Context: an optimization exercise on an open-source flow, tuned for small area and few clock cycles. The choices shown serve that exercise and are no tape-out recipe.
Where RTL was checked, it was by simulation tests only, not by an equivalence proof against the original.
No activity file was given, so power comes from the tool's default toggle rates.

==> delta <==
==> flow/design.v <==
module Fetch (
    input  logic        clk,
    input  logic        reset,
    input  logic        redirect_valid,
    input  logic [31:0] redirect_pc,
    input  logic        advance,       
    output logic [31:0] pc_o
);
    logic [31:2] pc;
    logic [31:2] pc_d;
    logic s1, s0;
    assign s1 = redirect_valid & !reset;
    assign s0 = !redirect_valid & !reset;
    localparam NB = 8;
    logic [NB:0] bc;        
    logic [32:2] c;         
    assign bc[0] = advance;
    genvar b, i;
    generate
        for (b = 0; b < NB; b = b + 1) begin : g_blk
            localparam int S = 2 + 4*b;
            localparam int E = (S + 3 > 31) ? 31 : S + 3;
            assign c[S] = bc[b];
            for (i = S; i <= E; i = i + 1) begin : g_bit
                logic co;
                pc_bit u_bit (
                    .p (pc[i]),
                    .c (c[i]),
                    .r (redirect_pc[i]),
                    .s1(s1),
                    .s0(s0),
                    .d (pc_d[i]),
                    .co(co)
                );
                if (i < E) begin : g_c
                    assign c[i+1] = co;
                end
            end
            assign bc[b+1] = bc[b] & (&pc[E:S]);
        end
    endgenerate
    always_ff @(posedge clk) pc <= pc_d;
    assign pc_o = {pc, 2'b00};
endmodule
module pc_bit (
    input  logic p,
    input  logic c,
    input  logic r,
    input  logic s1,
    input  logic s0,
    output logic d,
    output logic co
);
    assign co = p & c;
    assign d  = (s1 & r) | (s0 & (p ^ c));
endmodule
module decode (
    input  logic [31:0] inst,
    output logic [4:0]  rs1,
    output logic [4:0]  rs2,
    output logic [4:0]  rd,
    output logic [31:0] imm,
    output logic        ALUSrc,
    output logic [2:0]  ALUOp,
    output logic        branch,
    output logic        jump,
    output logic        MemRead,
    output logic        MemWrite,
    output logic        RegWrite,
    output logic        MemToReg
);
    logic [6:0] op;
    logic [2:0] f3;
    assign op = inst[6:0];
    assign f3 = inst[14:12];
    logic lui, opi, opr, load, store, br, jalr;
    assign lui   = (op == 7'b0110111);
    assign opi   = (op == 7'b0010011);
    assign opr   = (op == 7'b0110011);
    assign load  = (op == 7'b0000011);
    assign store = (op == 7'b0100011);
    assign br    = (op == 7'b1100011);
    assign jalr  = (op == 7'b1100111);
    logic itype, sb, sext;
    assign itype = opi | load | jalr;                     
    assign sb    = store | br;                            
    assign sext  = inst[31] & ((opi & (f3 != 3'b110)) | load | jalr | sb);
    assign RegWrite = lui | opi | opr | load | jalr;
    assign ALUSrc   = itype | store;
    assign MemRead  = load;
    assign MemToReg = load;
    assign MemWrite = store;
    assign jump     = jalr;
    assign branch   = br & (f3 == 3'b001);
    assign ALUOp[2] = !(opi | opr | load | store | br);
    assign ALUOp[1] = !(lui | opr | load | store | jalr);
    assign ALUOp[0] = !(lui | opi | load | store);
    assign rd  = inst[11:7]  & {5{RegWrite}};
    assign rs1 = inst[19:15] & {5{itype | opr | sb}};
    assign rs2 = inst[24:20] & {5{opr | sb}};
    assign imm[31:12] = (inst[31:12] & {20{lui}}) | {20{sext}};
    assign imm[11]    = (inst[31] & (itype | store)) | (inst[7] & br);
    assign imm[10:5]  = inst[30:25] & {6{itype | sb}};
    assign imm[4:1]   = (inst[24:21] & {4{itype}}) | (inst[11:8] & {4{sb}});
    assign imm[0]     = (inst[20] & itype) | (inst[7] & store);
endmodule
module frontend (
    input  logic        clk,
    input  logic        reset,
    input  logic        redirect_valid,
    input  logic [31:0] redirect_pc,
    output logic [8:0]  icache_addr,
    input  logic [31:0] icache_rdata,
    output logic        valid_out,
    input  logic        ready_out,
    output logic [31:0] pc_out,
    output logic [4:0]  rs1,
    output logic [4:0]  rs2,
    output logic [4:0]  rd,
    output logic [31:0] imm,
    output logic        ALUSrc,
    output logic [2:0]  ALUOp,
    output logic        branch,
    output logic        jump,
    output logic        MemRead,
    output logic        MemWrite,
    output logic        RegWrite,
    output logic        MemToReg
);
    Fetch u_fetch (
        .clk           (clk),
        .reset         (reset),
        .redirect_valid(redirect_valid),
        .redirect_pc   (redirect_pc),
        .advance       (ready_out),
        .pc_o          (pc_out)
    );
    assign icache_addr = pc_out[10:2];
    assign valid_out   = !reset;
    decode u_decode (
        .inst    (icache_rdata),
        .rs1     (rs1),
        .rs2     (rs2),
        .rd      (rd),
        .imm     (imm),
        .ALUSrc  (ALUSrc),
        .ALUOp   (ALUOp),
        .branch  (branch),
        .jump    (jump),
        .MemRead (MemRead),
        .MemWrite(MemWrite),
        .RegWrite(RegWrite),
        .MemToReg(MemToReg)
    );
endmodule
==> flow/flow/run.sh <==
#!/bin/bash
# Standard ORFS layout, except that the port buffers are the smallest
# buffer (buf_1) instead of the cell buffer_ports picks on its own.
set -euo pipefail
export BUFFER_PORTS_ARGS="-buffer_cell sky130_fd_sc_hd__buf_1"
bash standard.sh > standard.log 2>&1
==> flow/standard.sh <==
#!/bin/bash
# synth_recipe.tcl (not shown) runs the flow's synth.tcl, then flattens the netlist and writes it again
# the make line also repeats each setting of config.mk as NAME=value (left out here)
make -C /OpenROAD-flow-scripts/flow DESIGN_CONFIG=/design/flow/config.mk WORK_HOME=/design/flow/orfs CLKGATE_MAP_FILE= SYNTH_SCRIPT=/design/flow/synth_recipe.tcl "${@:-finish}"
==> flow/config.mk <==
export PLATFORM = sky130hd
export DESIGN_NAME = frontend
export DESIGN_NICKNAME = frontend
export VERILOG_FILES = /design/flow/design.v
export SDC_FILE = /design/flow/constraint.sdc
export NUM_CORES = 4
export LEC_CHECK = 0
export CAP_MARGIN = 20
export CORE_MARGIN = 2
export CORE_UTILIZATION = 40
export SLEW_MARGIN = 20
export SYNTH_HIERARCHICAL = 1
==> flow/constraint.sdc <==
create_clock -name core_clock -period 4.0 [get_ports {clk}]
set_input_delay 0.8000 -clock core_clock [delete_from_list [all_inputs] [get_ports {clk}]]
set_output_delay 0.8000 -clock core_clock [all_outputs]
set_load 0.01 [all_outputs]
==> zinc: changes against delta <==
==> flow/design.v, changed modules only <==
module decode (
    input  logic [31:0] inst,
    output logic [4:0]  rs1,
    output logic [4:0]  rs2,
    output logic [4:0]  rd,
    output logic [31:0] imm,
    output logic        ALUSrc,
    output logic [2:0]  ALUOp,
    output logic        branch,
    output logic        jump,
    output logic        MemRead,
    output logic        MemWrite,
    output logic        RegWrite,
    output logic        MemToReg
);
    logic [6:0] op;
    logic [2:0] f3;
    assign op = inst[6:0];
    assign f3 = inst[14:12];
    logic lui, opi, opr, load, store, br, jalr;
    assign lui   = (op == 7'b0110111);
    assign opi   = (op == 7'b0010011);
    assign opr   = (op == 7'b0110011);
    assign load  = (op == 7'b0000011);
    assign store = (op == 7'b0100011);
    assign br    = (op == 7'b1100011);
    assign jalr  = (op == 7'b1100111);
    logic itype, sb, sext, rs1_en, rs2_en, mid_en;
    assign itype  = opi | load | jalr;                    
    assign sb     = store | br;                           
    assign sext   = inst[31] & ((opi & (f3 != 3'b110)) | load | jalr | sb);
    assign rs1_en = itype | opr | sb;
    assign rs2_en = opr | sb;
    assign mid_en = itype | sb;
    assign RegWrite = lui | opi | opr | load | jalr;
    assign ALUSrc   = itype | store;
    assign MemRead  = load;
    assign MemToReg = load;
    assign MemWrite = store;
    assign jump     = jalr;
    assign branch   = br & (f3 == 3'b001);
    assign ALUOp[2] = !(opi | opr | load | store | br);
    assign ALUOp[1] = !(lui | opr | load | store | jalr);
    assign ALUOp[0] = !(lui | opi | load | store);
    dec_mask #(5) u_rd  (.a(inst[11:7]),  .en(RegWrite), .o(rd));
    dec_mask #(5) u_rs1 (.a(inst[19:15]), .en(rs1_en),   .o(rs1));
    dec_mask #(5) u_rs2 (.a(inst[24:20]), .en(rs2_en),   .o(rs2));
    dec_mask_or #(20) u_imm_hi (.a(inst[31:12]), .en(lui), .s(sext), .o(imm[31:12]));
    dec_sel2 #(1) u_imm_11 (.a(inst[31]), .ea(itype | store), .b(inst[7]), .eb(br),
                            .o(imm[11]));
    dec_mask #(6) u_imm_mid (.a(inst[30:25]), .en(mid_en), .o(imm[10:5]));
    dec_sel2 #(4) u_imm_lo (.a(inst[24:21]), .ea(itype), .b(inst[11:8]), .eb(sb),
                            .o(imm[4:1]));
    dec_sel2 #(1) u_imm_0 (.a(inst[20]), .ea(itype), .b(inst[7]), .eb(store),
                           .o(imm[0]));
endmodule
module dec_mask #(
    parameter W = 1
) (
    input  logic [W-1:0] a,
    input  logic         en,
    output logic [W-1:0] o
);
    assign o = a & {W{en}};
endmodule
module dec_mask_or #(
    parameter W = 1
) (
    input  logic [W-1:0] a,
    input  logic         en,
    input  logic         s,
    output logic [W-1:0] o
);
    assign o = (a & {W{en}}) | {W{s}};
endmodule
module dec_sel2 #(
    parameter W = 1
) (
    input  logic [W-1:0] a,
    input  logic         ea,
    input  logic [W-1:0] b,
    input  logic         eb,
    output logic [W-1:0] o
);
    assign o = (a & {W{ea}}) | (b & {W{eb}});
endmodule
Settings changed: CTS_BUF_LIST set to sky130_fd_sc_hd__clkbuf_4, CTS_CLUSTER_DIAMETER set to 200, CTS_CLUSTER_SIZE set to 30.
==> pepper: changes against delta <==
==> flow/design.v, changed modules only <==
module Fetch (
    input  logic        clk,
    input  logic        reset,
    input  logic        redirect_valid,
    input  logic [31:0] redirect_pc,
    input  logic        advance,       
    output logic [31:0] pc_o
);
    logic [31:2] pc;
    logic [31:2] pc_d;
    logic s1, s0;
    assign s1 = redirect_valid & !reset;
    assign s0 = !redirect_valid & !reset;
    localparam NB = 3;
    logic [NB:0] bc;        
    logic [32:2] c;         
    assign bc[0] = advance;
    genvar b, i;
    generate
        for (b = 0; b < NB; b = b + 1) begin : g_blk
            localparam int S = 2 + 10*b;
            localparam int E = (S + 9 > 31) ? 31 : S + 9;
            assign c[S] = bc[b];
            for (i = S; i <= E; i = i + 1) begin : g_bit
                logic co;
                pc_bit u_bit (
                    .p (pc[i]),
                    .c (c[i]),
                    .r (redirect_pc[i]),
                    .s1(s1),
                    .s0(s0),
                    .d (pc_d[i]),
                    .co(co)
                );
                if (i < E) begin : g_c
                    assign c[i+1] = co;
                end
            end
            assign bc[b+1] = bc[b] & (&pc[E:S]);
        end
    endgenerate
    always_ff @(posedge clk) pc <= pc_d;
    assign pc_o = {pc, 2'b00};
endmodule
module decode (
    input  logic [31:0] inst,
    output logic [4:0]  rs1,
    output logic [4:0]  rs2,
    output logic [4:0]  rd,
    output logic [31:0] imm,
    output logic        ALUSrc,
    output logic [2:0]  ALUOp,
    output logic        branch,
    output logic        jump,
    output logic        MemRead,
    output logic        MemWrite,
    output logic        RegWrite,
    output logic        MemToReg
);
    logic lui, itype, store, br, sb, sext, rs1_en, rs2_en, mid_en;
    dec_ctrl u_ctrl (
        .op      (inst[6:0]),
        .f3      (inst[14:12]),
        .i31     (inst[31]),
        .lui     (lui),
        .itype   (itype),
        .store   (store),
        .br      (br),
        .sb      (sb),
        .sext    (sext),
        .rs1_en  (rs1_en),
        .rs2_en  (rs2_en),
        .mid_en  (mid_en),
        .ALUSrc  (ALUSrc),
        .ALUOp   (ALUOp),
        .branch  (branch),
        .jump    (jump),
        .MemRead (MemRead),
        .MemWrite(MemWrite),
        .RegWrite(RegWrite),
        .MemToReg(MemToReg)
    );
    dec_mask #(5) u_rd  (.a(inst[11:7]),  .en(RegWrite), .o(rd));
    dec_mask #(5) u_rs1 (.a(inst[19:15]), .en(rs1_en),   .o(rs1));
    dec_mask #(5) u_rs2 (.a(inst[24:20]), .en(rs2_en),   .o(rs2));
    dec_mask_or #(20) u_imm_hi (.a(inst[31:12]), .en(lui), .s(sext), .o(imm[31:12]));
    dec_sel2 #(1) u_imm_11 (.a(inst[31]), .ea(ALUSrc), .b(inst[7]), .eb(br),
                            .o(imm[11]));
    dec_mask #(6) u_imm_mid (.a(inst[30:25]), .en(mid_en), .o(imm[10:5]));
    dec_sel2 #(4) u_imm_lo (.a(inst[24:21]), .ea(itype), .b(inst[11:8]), .eb(sb),
                            .o(imm[4:1]));
    dec_sel2 #(1) u_imm_0 (.a(inst[20]), .ea(itype), .b(inst[7]), .eb(store),
                           .o(imm[0]));
endmodule
module dec_mask #(
    parameter W = 1
) (
    input  logic [W-1:0] a,
    input  logic         en,
    output logic [W-1:0] o
);
    assign o = a & {W{en}};
endmodule
module dec_mask_or #(
    parameter W = 1
) (
    input  logic [W-1:0] a,
    input  logic         en,
    input  logic         s,
    output logic [W-1:0] o
);
    assign o = (a & {W{en}}) | {W{s}};
endmodule
module dec_sel2 #(
    parameter W = 1
) (
    input  logic [W-1:0] a,
    input  logic         ea,
    input  logic [W-1:0] b,
    input  logic         eb,
    output logic [W-1:0] o
);
    assign o = (a & {W{ea}}) | (b & {W{eb}});
endmodule
module dec_ctrl (
    input  logic [6:0] op,
    input  logic [2:0] f3,
    input  logic       i31,
    output logic       lui,
    output logic       itype,      
    output logic       store,
    output logic       br,
    output logic       sb,         
    output logic       sext,       
    output logic       rs1_en,
    output logic       rs2_en,
    output logic       mid_en,     
    output logic       ALUSrc,
    output logic [2:0] ALUOp,
    output logic       branch,
    output logic       jump,
    output logic       MemRead,
    output logic       MemWrite,
    output logic       RegWrite,
    output logic       MemToReg
);
    logic v, o6, o5, o4, o2;
    assign v  = op[1] & op[0] & !op[3];
    assign o6 = op[6];
    assign o5 = op[5];
    assign o4 = op[4];
    assign o2 = op[2];
    logic opi, opr, load, jalr, n62, b11;
    assign n62   = v & !o6 & !o2;                  
    assign b11   = v & o6 & o5 & !o4;              
    assign lui   = v & !o6 & o5 & o4 & o2;
    assign opi   = n62 & !o5 & o4;
    assign opr   = n62 & o5 & o4;
    assign load  = n62 & !o5 & !o4;
    assign store = n62 & o5 & !o4;
    assign br    = b11 & !o2;
    assign jalr  = b11 & o2;
    assign itype  = (n62 & !o5) | jalr;
    assign sb     = v & o5 & !o4 & !o2;
    assign sext   = i31 & ((opi & (f3 != 3'b110)) | load | b11 | store);
    assign rs1_en = n62 | b11;
    assign rs2_en = (n62 & o5) | br;
    assign mid_en = (n62 & !opr) | b11;
    assign RegWrite = (n62 & !store) | lui | jalr;
    assign ALUSrc   = (n62 & !opr) | jalr;
    assign MemRead  = load;
    assign MemToReg = load;
    assign MemWrite = store;
    assign jump     = jalr;
    assign branch   = br & (f3 == 3'b001);
    assign ALUOp[2] = !(n62 | br);
    assign ALUOp[1] = !(lui | opr | load | store | jalr);
    assign ALUOp[0] = !(lui | opi | load | store);
endmodule
==> flow/flow/run.sh (replaced) <==
#!/bin/bash
# Standard ORFS layout with two changes:
#  - the port buffers are the smallest buffer (buf_1) instead of the cell
#    buffer_ports picks on its own;
#  - the clock tree is built from clkbuf_4, without
#    dummy loads (the design has only 30 flip-flops).
set -euo pipefail
export BUFFER_PORTS_ARGS="-buffer_cell sky130_fd_sc_hd__buf_1"
export CTS_ARGS="-sink_clustering_enable -repair_clock_nets -dont_use_dummy_load -buf_list sky130_fd_sc_hd__clkbuf_4 -root_buf sky130_fd_sc_hd__clkbuf_4"
bash standard.sh > standard.log 2>&1
Settings changed: CAP_MARGIN 20 to 0, SLEW_MARGIN 20 to 0.
==> comparison <==
- delta went through all stages and came out clean. zinc completed without violations. pepper completed without violations.
- In zinc the design area is smaller than in delta, by 6.5%.
- The highest clock skew belongs to pepper, the lowest to zinc.
- The highest worst setup slack belongs to pepper, the lowest to zinc.
- Power: pepper < zinc < delta.
- Area after synthesis: delta > zinc > pepper.
- Against pepper, the combinational power of delta is larger by about 17%.
- The lowest fmax belongs to zinc, the highest to pepper.
- In sequential cell count, pepper and zinc do not differ.
- Sequential power is about the same in zinc and pepper.
==> figures <==
metric                                                             pepper           delta            zinc
Adder-cell share of the synthesized area                           18.26%          16.62%          17.79%
Fraction of the mapped netlist area in simple logic gates          17.65%          23.43%          20.52%
Clock skew after layout                                        0.02747 ns     0.007720 ns     0.005174 ns
Final Critical Period                                            3.221 ns        3.358 ns        3.388 ns
Max Freq                                                        310.4 MHz       297.8 MHz       295.2 MHz
Clock buffer count                                                      5               6               6
Routed metal-1 wirelength                                         2394 um         2740 um         2490 um
Total standard cell area after synthesis                       2056 sq um      2258 sq um      2110 sq um
Power per cell area                                         229.1 nW/um^2   272.4 nW/um^2   233.8 nW/um^2
Die Y                                                            75.69 um        79.14 um        76.62 um
Launch instance of the worst register-to-register path     u_fetch.pc[14]   u_fetch.pc[5]   u_fetch.pc[5]
Ratio of final minimum period to clock period                      80.54%          83.96%          84.69%
Fin nets                                                              467             501             470
Clk Latency, worst-skew pair                                      0.33 ns         0.28 ns         0.32 ns
Run status                               no timing/DRC/antenna violations  no timing/DRC/antenna violations  no timing/DRC/antenna violations
Total met3 wirelength after detailed routing                       407 um          568 um          385 um
Launch point of the worst hold path                        u_fetch.pc[31]  u_fetch.pc[30]  u_fetch.pc[30]
Compound-cell area share of the yosys netlist                      25.50%          24.43%          24.44%
Tap cells                                                              70              72              70
Testbench counts of pepper, summed over its fixed seeds: cycles 30,511.
Only the layout flow was run in delta and zinc; the RTL was not checked for function there.

==> afterwards: timing with drivers on the ports <==
The results above use ideal ports. As a check the final layouts listed here were re-extracted and re-timed, cells and wires unchanged. Step 1: set_driving_cell puts a clkbuf_16 on clk and a buf_2 on each other input, an assumption about the parent block. Step 2 times the ports against the registers' clock, not the clock port: input delays grow and output delays shrink by t, the midpoint of the rising clock arrivals with the driver on. a / b / c = ideal ports / drivers / drivers and shift; a / b = the first two.
run | shift t [ns] | slack for setup (ns) | hold WS [ns]
delta | 0.305 | 0.642 / 0.618 / 0.618 | 0.616 / 0.616 / 0.616
zinc | 0.341 | 0.612 / 0.582 / 0.582 | 0.620 / 0.620 / 0.620
pepper | 0.336 | 0.779 / 0.778 / 0.442 | 0.598 / 0.598 / 0.598
After both steps setup and hold are still met in every run listed. For pepper, which loses most, drivers alone change the setup slack by -0.001 ns; drivers and shift together by -0.337 ns.
